This design comes from an exercise in tuning for small area and a short achievable clock period on the open sky130 flow, not from production work. RTL that was checked went through simulation tests only; none was proved equivalent to the original.

==> 09-16: inputs <==
Design pipelined_iir, start of the top module:
module pipelined_iir(clk, reset, x, y);
  input wire clk, reset;
  input wire signed [31:0] x;
  output wire signed [31:0] y;
  reg [31:0] xr;    
  reg [43:0] qr;    
  reg [45:0] rq3;    
  reg [34:0] rx5;    
  wire [63:0] t;
  wire [43:0] q = t[63:20];
  reg [63:0] w11;   
  reg [4:0] wc11;  
  reg [63:0] w10;   
  reg [4:0] wc10;  
  reg [63:0] w9;   
  reg [4:0] wc9;  
  reg [63:0] w8;   
  reg [4:0] wc8;  
  reg [63:0] w7;   
  reg [4:0] wc7;  
  reg [63:0] w6;   
  reg [4:0] wc6;  
  reg [63:0] w5;   
  reg [4:0] wc5;  
  reg [63:0] w4;   
  reg [4:0] wc4;  
  reg [63:0] w3;   
  reg [4:0] wc3;  
  reg [63:0] w2;   
  reg [4:0] wc2;  
  reg [63:0] s1;    
  wire n1 = q[1] ^ q[0];
  wire n2 = q[2] ^ q[1];
  wire n3 = q[3] ^ q[2];
  wire n4 = q[4] ^ q[3];
  wire n5 = q[5] ^ q[4];
  wire n6 = q[6] ^ q[5];
  wire n7 = q[7] ^ q[6];
  wire n8 = q[8] ^ q[7];
  wire n9 = q[9] ^ q[8];
  wire n10 = q[10] ^ q[9];
  wire n11 = q[11] ^ q[10];
  wire n12 = q[12] ^ q[11];
  wire n13 = q[13] ^ q[12];
  wire n14 = q[14] ^ q[13];
  wire n15 = q[15] ^ q[14];
  wire n16 = q[16] ^ q[15];
  wire n17 = q[17] ^ q[16];
  ...
export LEC_CHECK = 0
export CAP_MARGIN = 40
export CORE_MARGIN = 2
export CORE_UTILIZATION = 60
export CTS_CLUSTER_DIAMETER = 100
export CTS_CLUSTER_SIZE = 24
export PLACE_DENSITY = 0.8
export SLEW_MARGIN = 40
export SYNTH_HIERARCHICAL = 1
export SYNTH_MINIMUM_KEEP_SIZE = 0
export TNS_END_PERCENT = 0
create_clock -name core_clock -period 32.0 [get_ports {clk}]
standard.sh (not shown) runs the stock make flow with config.mk's settings and CLKGATE_MAP_FILE= SYNTH_SCRIPT=/design/flow/synth_recipe.tcl, a recipe that flattens the netlist after the stock synthesis.
==> flow/flow/run.sh <==
#!/bin/bash
set -euo pipefail
export SETUP_SLACK_MARGIN=16
bash standard.sh MATCH_CELL_FOOTPRINT=0 IO_CONSTRAINTS=$PWD/flow/io.tcl  finish > standard.log 2>&1
==> flow/flow/io.tcl <==
# data pins in one ordered group on the bottom edge: y[i] next to the x bits that feed it most
set_io_pin_constraint -group -order -region bottom:* -pin_names {x[0] x[1] x[2] x[3] x[4] x[5] x[6] x[7] x[8] x[9] x[10] y[0] x[11] y[1] x[12] y[2] x[13] y[3] x[14] y[4] x[15] y[5] x[16] y[6] x[17] y[7] x[18] y[8] x[19] y[9] x[20] y[10] x[21] y[11] x[22] y[12] x[23] y[13] x[24] y[14] x[25] y[15] x[26] y[16] x[27] y[17] x[28] y[18] x[29] y[19] x[30] y[20] x[31] y[21] y[22] y[23] y[24] y[25] y[26] y[27] y[28] y[29] y[30] y[31]}
==> 10-23: changes against 09-16 <==
CTS_CLUSTER_SIZE = 20   (was 24)
PLACE_DENSITY = 0.7   (was 0.8)
==> 07-27: changes against 09-16 <==
CTS_CLUSTER_DIAMETER = 140   (was 100)
CTS_CLUSTER_SIZE = 20   (was 24)
==> qor summary <==
P&R area growth vs syn: 10-23 11.10%; 09-16 10.67%; 07-27 10.15%
Detail-routed net length per standard cell: 10-23 40.53 um; 09-16 39.60 um; 07-27 39.54 um
Maximum number of pins on one net before global-route repair: 10-23 130; 09-16 90; 07-27 90
Worst-path fanout max: 10-23 8; 09-16 10; 07-27 10
Outcome: 10-23 no timing/DRC/antenna violations; 09-16 no timing/DRC/antenna violations; 07-27 no timing/DRC/antenna violations
Later-pin clock latency in the skew report: 10-23 0.81 ns; 09-16 0.84 ns; 07-27 0.87 ns
Number of diodes: 10-23 51; 09-16 35; 07-27 36
Total wire length after detailed routing: 10-23 606900 um; 09-16 590900 um; 07-27 587700 um
Non-clock buffers, area share: 10-23 4.495%; 09-16 4.429%; 07-27 4.472%
Placer congestion estimate: 10-23 1.095; 09-16 1.091; 07-27 1.091
Count of H-tree levels built during CTS: 10-23 3; 09-16 3; 07-27 2
Fmax: 10-23 60.96 MHz; 09-16 60.98 MHz; 07-27 60.91 MHz
Cell area after layout: 10-23 0.1612 mm2; 09-16 0.1606 mm2; 07-27 0.1599 mm2
Vias in the first global route: 10-23 108100; 09-16 109600; 07-27 109000
Start point of the worst hold path: 10-23 w6[2]$_DFF_P_; 09-16 w4[0]$_DFF_P_; 07-27 w4[0]$_DFF_P_
R2R setup slack: 10-23 16.79 ns; 09-16 16.80 ns; 07-27 16.92 ns
Worst-Margin Slew: 10-23 0.9685 ns; 09-16 1.008 ns; 07-27 1.022 ns
Resized Gates After CTS: 10-23 485; 09-16 482; 07-27 482
Count of non-filler cells in the finished layout: 10-23 14980; 09-16 14920; 07-27 14870

========
==> run B: inputs <==
pipelined_iir, a different RTL version from the one above (not shown whole).
==> flow/config.mk <==
export PLATFORM = sky130hd
export DESIGN_NAME = pipelined_iir
export DESIGN_NICKNAME = pipelined_iir
export VERILOG_FILES = /design/flow/design.v
export SDC_FILE = /design/flow/constraint.sdc
export NUM_CORES = 8
export LEC_CHECK = 0
export CAP_MARGIN = 40
export CORE_MARGIN = 2
export CORE_UTILIZATION = 45
export PLACE_DENSITY = 0.75
export SLEW_MARGIN = 40
export SYNTH_HIERARCHICAL = 1
export SYNTH_MINIMUM_KEEP_SIZE = 0
export TNS_END_PERCENT = 5
==> flow/constraint.sdc <==
create_clock -name core_clock -period 32.0 [get_ports {clk}]
set_input_delay 6.4000 -clock core_clock [delete_from_list [all_inputs] [get_ports {clk}]]
set_output_delay 6.4000 -clock core_clock [all_outputs]
set_load 0.01 [all_outputs]
==> flow/flow/run.sh <==
#!/bin/bash
set -euo pipefail
export SETUP_SLACK_MARGIN=16
bash standard.sh MATCH_CELL_FOOTPRINT=0   finish > standard.log 2>&1
==> run M: changes against run B <==
Settings changed: TNS_END_PERCENT 5 to not set.
==> comparison <==
- Against run M, the sequential share of layout area of run B is higher by 0.13 points.
- Run B went through all stages and came out clean. Run M produced a clean layout.
- In run B the non-clock buffer count is lower than in run M, by 93.
- Via count is about the same in run M and run B.
- Synthesized cell count is the same in run B and run M.
- Between run B and run M, the lower register-to-register slack is in run B (gap 190 ps).
- Of run B and run M, run B has the higher wire length (gap about 1.7%, measured against run M).
- Between run B and run M, the lower count of clock-buffer cells in the layout is in run M (gap 1).
- Of run M and run B, run M has the higher critical path depth (gap 2).
Function was not checked in any run of this note: the RTL went through the layout flow alone.

========
==> 12-12 <==
pipelined_iir, a different RTL version from the one above (not shown whole).
Settings: LEC_CHECK=0, CAP_MARGIN=40, CORE_MARGIN=2, CORE_UTILIZATION=60, PLACE_DENSITY=0.8, SLEW_MARGIN=40, SYNTH_HIERARCHICAL=1, SYNTH_MINIMUM_KEEP_SIZE=0; clock period 32.0 ns.
==> flow/flow/run.sh <==
#!/bin/bash
set -euo pipefail
export SETUP_SLACK_MARGIN=16
bash standard.sh MATCH_CELL_FOOTPRINT=0 finish > standard.log 2>&1
==> inputs of 02-15, as changes to 12-12 <==
--- a/flow/config.mk
+++ b/flow/config.mk
@@ -9,4 +9,4 @@
 export CORE_MARGIN = 2
-export CORE_UTILIZATION = 60
-export PLACE_DENSITY = 0.8
+export CORE_UTILIZATION = 45
+export PLACE_DENSITY = 0.75
 export SLEW_MARGIN = 40
==> inputs of 02-20, as changes to 12-12 <==
--- a/flow/design.v
+++ b/flow/design.v
@@ -38,2 +38,9 @@
 endmodule
+module iir_gpa(input wire gh, input wire ph, input wire gl, input wire pl, output wire g, output wire p);
+  assign g = gh & (ph | gl);
+  assign p = ph | pl;
+endmodule
+module iir_ga(input wire gh, input wire ph, input wire gl, output wire g);
+  assign g = gh & (ph | gl);
+endmodule
 module iir_xo(input wire a, input wire b, output wire y);
--- a/flow/config.mk
+++ b/flow/config.mk
@@ -9,3 +9,3 @@
 export CORE_MARGIN = 2
-export CORE_UTILIZATION = 60
+export CORE_UTILIZATION = 70
 export PLACE_DENSITY = 0.8
==> results.ini <==
[outcome]
status = no timing/DRC/antenna violations

[floorplanning]
start_util_pct = 45.18

[cells_and_area]
inverters = 2049
synthToLayoutAreaGrowth_pct = 11.31
final-nonclk-buf-share_pct = 3.189
multi_input_area_um2 = 124200

[setup_path]
path_depth = 19

[clock_network]
cts_resized = 329

[synth]
synthAdderAreaFrac_pct = 73.41

[drt]
vias = 95142

That was 02-15.
==> results.ini <==
[setup_path]
path_depth = 18

[cells_and_area]
synthToLayoutAreaGrowth_pct = 10.57
final-nonclk-buf-share_pct = 3.504

[drt]
vias = 100940

[outcome]
status = no timing/DRC/antenna violations

[clock_network]
cts_resized = 411

[floorplanning]
start_util_pct = 70.57

That was 02-20.
==> results.ini <==
[worst_hold_path]
min_to = w7[0]

[cells_and_area]
inverters = 2049
multi_input_area_um2 = 124400
final-nonclk-buf-share_pct = 3.559

[clock_network]
cts_resized = 427

[setup_path]
path_depth = 17

[floorplanning]
start_util_pct = 60.24

[outcome]
status = no timing/DRC/antenna violations

That was 12-12.
Only the layout flow was run in 12-12 and 02-15; the RTL was not checked for function there.

========
==> 05-20: inputs <==
pipelined_iir, a different RTL version from the one above (not shown whole).
// pipelined_iir
module pipelined_iir(clk, reset, x, y);
  input wire clk, reset;
  input wire signed [31:0] x;
  output wire signed [31:0] y;
  reg [31:0] xr;    
  reg [43:0] qr;    
  wire [63:0] t;
  wire [43:0] q = t[63:20];
  reg [63:0] w11;   
  reg [4:0] wc11;  
  reg [63:0] w10;   
  reg [4:0] wc10;  
  reg [63:0] w9;   
  reg [4:0] wc9;  
  reg [63:0] w8;   
  reg [4:0] wc8;  
  reg [63:0] w7;   
  reg [4:0] wc7;  
  reg [63:0] w6;   
  reg [4:0] wc6;  
  reg [63:0] w5;   
  reg [4:0] wc5;  
  reg [63:0] w4;   
  reg [4:0] wc4;  
  reg [63:0] w3;   
  reg [4:0] wc3;  
  reg [63:0] w2;   
  reg [4:0] wc2;  
  reg [63:0] s1;    
  wire n1 = qr[1] ^ qr[0];
  wire n2 = qr[2] ^ qr[1];
  wire n3 = qr[3] ^ qr[2];
  wire n4 = qr[4] ^ qr[3];
  wire n5 = qr[5] ^ qr[4];
  wire n6 = qr[6] ^ qr[5];
  wire n7 = qr[7] ^ qr[6];
  wire n8 = qr[8] ^ qr[7];
  wire n9 = qr[9] ^ qr[8];
  wire n10 = qr[10] ^ qr[9];
  wire n11 = qr[11] ^ qr[10];
  wire n12 = qr[12] ^ qr[11];
  wire n13 = qr[13] ^ qr[12];
  wire n14 = qr[14] ^ qr[13];
  wire n15 = qr[15] ^ qr[14];
  wire n16 = qr[16] ^ qr[15];
  wire n17 = qr[17] ^ qr[16];
  wire n18 = qr[18] ^ qr[17];
  wire n19 = qr[19] ^ qr[18];
  wire n20 = qr[20] ^ qr[19];
  wire n21 = qr[21] ^ qr[20];
  wire n22 = qr[22] ^ qr[21];
  wire n23 = qr[23] ^ qr[22];
  wire n24 = qr[24] ^ qr[23];
  wire n25 = qr[25] ^ qr[24];
  wire n26 = qr[26] ^ qr[25];
  wire n27 = qr[27] ^ qr[26];
  wire n28 = qr[28] ^ qr[27];
  wire n29 = qr[29] ^ qr[28];
  wire n30 = qr[30] ^ qr[29];
  wire n31 = qr[31] ^ qr[30];
  wire n32 = qr[32] ^ qr[31];
  wire n33 = qr[33] ^ qr[32];
  wire n34 = qr[34] ^ qr[33];
  wire n35 = qr[35] ^ qr[34];
  wire n36 = qr[36] ^ qr[35];
  wire n37 = qr[37] ^ qr[36];
  wire n38 = qr[38] ^ qr[37];
  wire n39 = qr[39] ^ qr[38];
  wire n40 = qr[40] ^ qr[39];
  wire n41 = qr[41] ^ qr[40];
  wire n42 = qr[42] ^ qr[41];
  wire n43 = qr[43] ^ qr[42];
  wire n44 = qr[43] ^ qr[43];
  wire n45 = qr[43] ^ qr[43];
  wire n46 = qr[1] & qr[0];
  wire n47 = qr[2] & qr[1];
  wire n48 = qr[3] & qr[2];
  wire n49 = qr[4] & qr[3];
  wire n50 = qr[5] & qr[4];
  wire n51 = qr[6] & qr[5];
  wire n52 = qr[7] & qr[6];
  wire n53 = qr[8] & qr[7];
  wire n54 = qr[9] & qr[8];
  ...
==> module iir_mj, before the edit <==
module iir_mj(input wire a, input wire b, input wire c, output wire y);
  assign y = (a & b) | (a & c) | (b & c);
endmodule
==> module iir_mx, before the edit <==
module iir_mx(input wire a, input wire b, input wire s, output wire y);
  assign y = s ? b : a;
endmodule
==> module iir_fg, before the edit <==
module iir_fg(input wire a, input wire b, input wire c, output wire s, output wire co);
  wire t;
  iir_xo x0 (.a(a), .b(b), .y(t));
  iir_xo x1 (.a(t), .b(c), .y(s));
  iir_mj m0 (.a(a), .b(b), .c(c), .y(co));
endmodule
==> module iir_an, before the edit <==
module iir_an(input wire a, input wire b, output wire y);
  assign y = a & b;
endmodule
==> flow/config.mk <==
export PLATFORM = sky130hd
export DESIGN_NAME = pipelined_iir
export DESIGN_NICKNAME = pipelined_iir
export VERILOG_FILES = /design/flow/design.v
export SDC_FILE = /design/flow/constraint.sdc
export NUM_CORES = 8
export LEC_CHECK = 0
export CAP_MARGIN = 40
export CORE_MARGIN = 2
export CORE_UTILIZATION = 60
export PLACE_DENSITY = 0.8
export SLEW_MARGIN = 40
export SYNTH_HIERARCHICAL = 1
export SYNTH_MINIMUM_KEEP_SIZE = 0
export TNS_END_PERCENT = 0
==> flow/constraint.sdc <==
create_clock -name core_clock -period 32.0 [get_ports {clk}]
set_input_delay 6.4000 -clock core_clock [delete_from_list [all_inputs] [get_ports {clk}]]
set_output_delay 6.4000 -clock core_clock [all_outputs]
set_load 0.01 [all_outputs]
==> flow/flow/run.sh <==
#!/bin/bash
set -euo pipefail
export SETUP_SLACK_MARGIN=16
bash standard.sh MATCH_CELL_FOOTPRINT=0 IO_CONSTRAINTS=$PWD/flow/io.tcl finish > standard.log 2>&1
Scripts as last shown in full above: flow/flow/io.tcl
==> inputs of 09-13, as changes to 05-20 <==
--- a/flow/design.v
+++ b/flow/design.v
@@ -44,19 +44,4 @@
   assign g = gh & (ph | gl);
 endmodule
-module iir_mj(input wire a, input wire b, input wire c, output wire y);
-  assign y = (a & b) | (a & c) | (b & c);
-endmodule
-module iir_mx(input wire a, input wire b, input wire s, output wire y);
-  assign y = s ? b : a;
-endmodule
-module iir_fg(input wire a, input wire b, input wire c, output wire s, output wire co);
-  wire t;
-  iir_xo x0 (.a(a), .b(b), .y(t));
-  iir_xo x1 (.a(t), .b(c), .y(s));
-  iir_mj m0 (.a(a), .b(b), .c(c), .y(co));
-endmodule
-module iir_an(input wire a, input wire b, output wire y);
-  assign y = a & b;
-endmodule
 module iir_xo(input wire a, input wire b, output wire y);
   assign y = a ^ b;
==> flow/flow/run.sh (replaced) <==
#!/bin/bash
set -euo pipefail
export SETUP_SLACK_MARGIN=16
bash standard.sh MATCH_CELL_FOOTPRINT=0   finish > standard.log 2>&1
Settings changed: CORE_UTILIZATION 60 to 70, TNS_END_PERCENT 0 to not set.
removed: flow/flow/io.tcl
==> comparison table <==
| quantity | 09-13 | 05-20 |
|---|---|---|
| Status | no timing/DRC/antenna violations | no timing/DRC/antenna violations |
| Cell area after synthesis | 0.147 sq mm | 0.147 sq mm |
| Filler-free cell count of the finished design | 14641 | 15015 |
| Post-CTS setup buffers | 105 | 73 |
| Compound-gate portion of the synthesized area | 4.01% | 3.93% |
| TritonRoute pass-1 iters | 15 | 9 |
| Placed cell count | 14223 | 14669 |
| Crit path setup slack, layout | 15.27 ns | 15.22 ns |
| Final setup skew | 0.0409 ns | 0.0523 ns |
| Layout overhead on the synthesized area | 10.6% | 10.4% |
| Worst Hold Endpoint | w5[3] | w6[2] |
| Number of unique standard cell types used by synthesis | 71 | 65 |
| Worst Path Max Fanout | 5 | 6 |
| Total length of routed met3 wires | 115000 um | 91300 um |
| Startpoint of the lowest-slack hold path | w6[3] | w7[2] |
| Standard cell with the maximum stage delay on the critical path | fa_1 | fa_2 |
| Mapped Cells | 10982 | 11003 |
| Number of non-clock buffers | 641 | 596 |
| Register fraction of the total cell area | 10.3% | 10.3% |
| Chip Width | 462 um | 498 um |
Function not checked in 09-13: the RTL went through the layout flow alone.

[what the ideal ports hide]
The flow's constraints put no driver on any port. The routed layouts listed below were extracted and timed again, unchanged, in two steps. Step 1 sets driving cells, clkbuf_16 on the clock port and buf_2 on the other inputs (assumed; they add their load-dependent delay and slew). Step 2 also shifts input and output timing later by t, the mid clock arrival at the registers, as if the neighbouring blocks saw the same clock. a / b / c = ideal / step 1 / step 2; a / b = the first two.
run	t, ns	setup slack, ns	worst setup path at the end	clock arrival spread, ns	worst data-port slew with drivers (ns)
09-16	0.904	15.600 / 15.549 / 14.875	input to register	0.074 / 0.074	0.10
10-23	0.891	15.595 / 15.521 / 14.938	input to register	0.062 / 0.061	0.14
07-27	0.935	15.584 / 15.542 / 14.831	input to register	0.071 / 0.072	0.11
run B	0.962	15.194 / 15.151 / 15.151	input to output	0.078 / 0.077	0.10
run M	0.932	15.188 / 15.011 / 15.011	input to output	0.105 / 0.105	0.29
12-12	0.961	15.077 / 15.005 / 15.005	input to output	0.062 / 0.062	0.12
02-15	0.962	14.930 / 14.838 / 14.838	input to output	0.096 / 0.097	0.16
02-20	0.941	15.137 / 15.087 / 15.087	input to output	0.068 / 0.068	0.13
05-20	0.956	15.217 / 15.167 / 15.167	input to output	0.052 / 0.052	0.11
09-13	0.970	15.272 / 15.222 / 15.222	input to output	0.041 / 0.041	0.10
After both steps setup and hold are still met in every run listed. The setup slack of 07-27, which loses most, moves by -0.042 ns with the drivers and by -0.753 ns with both steps.
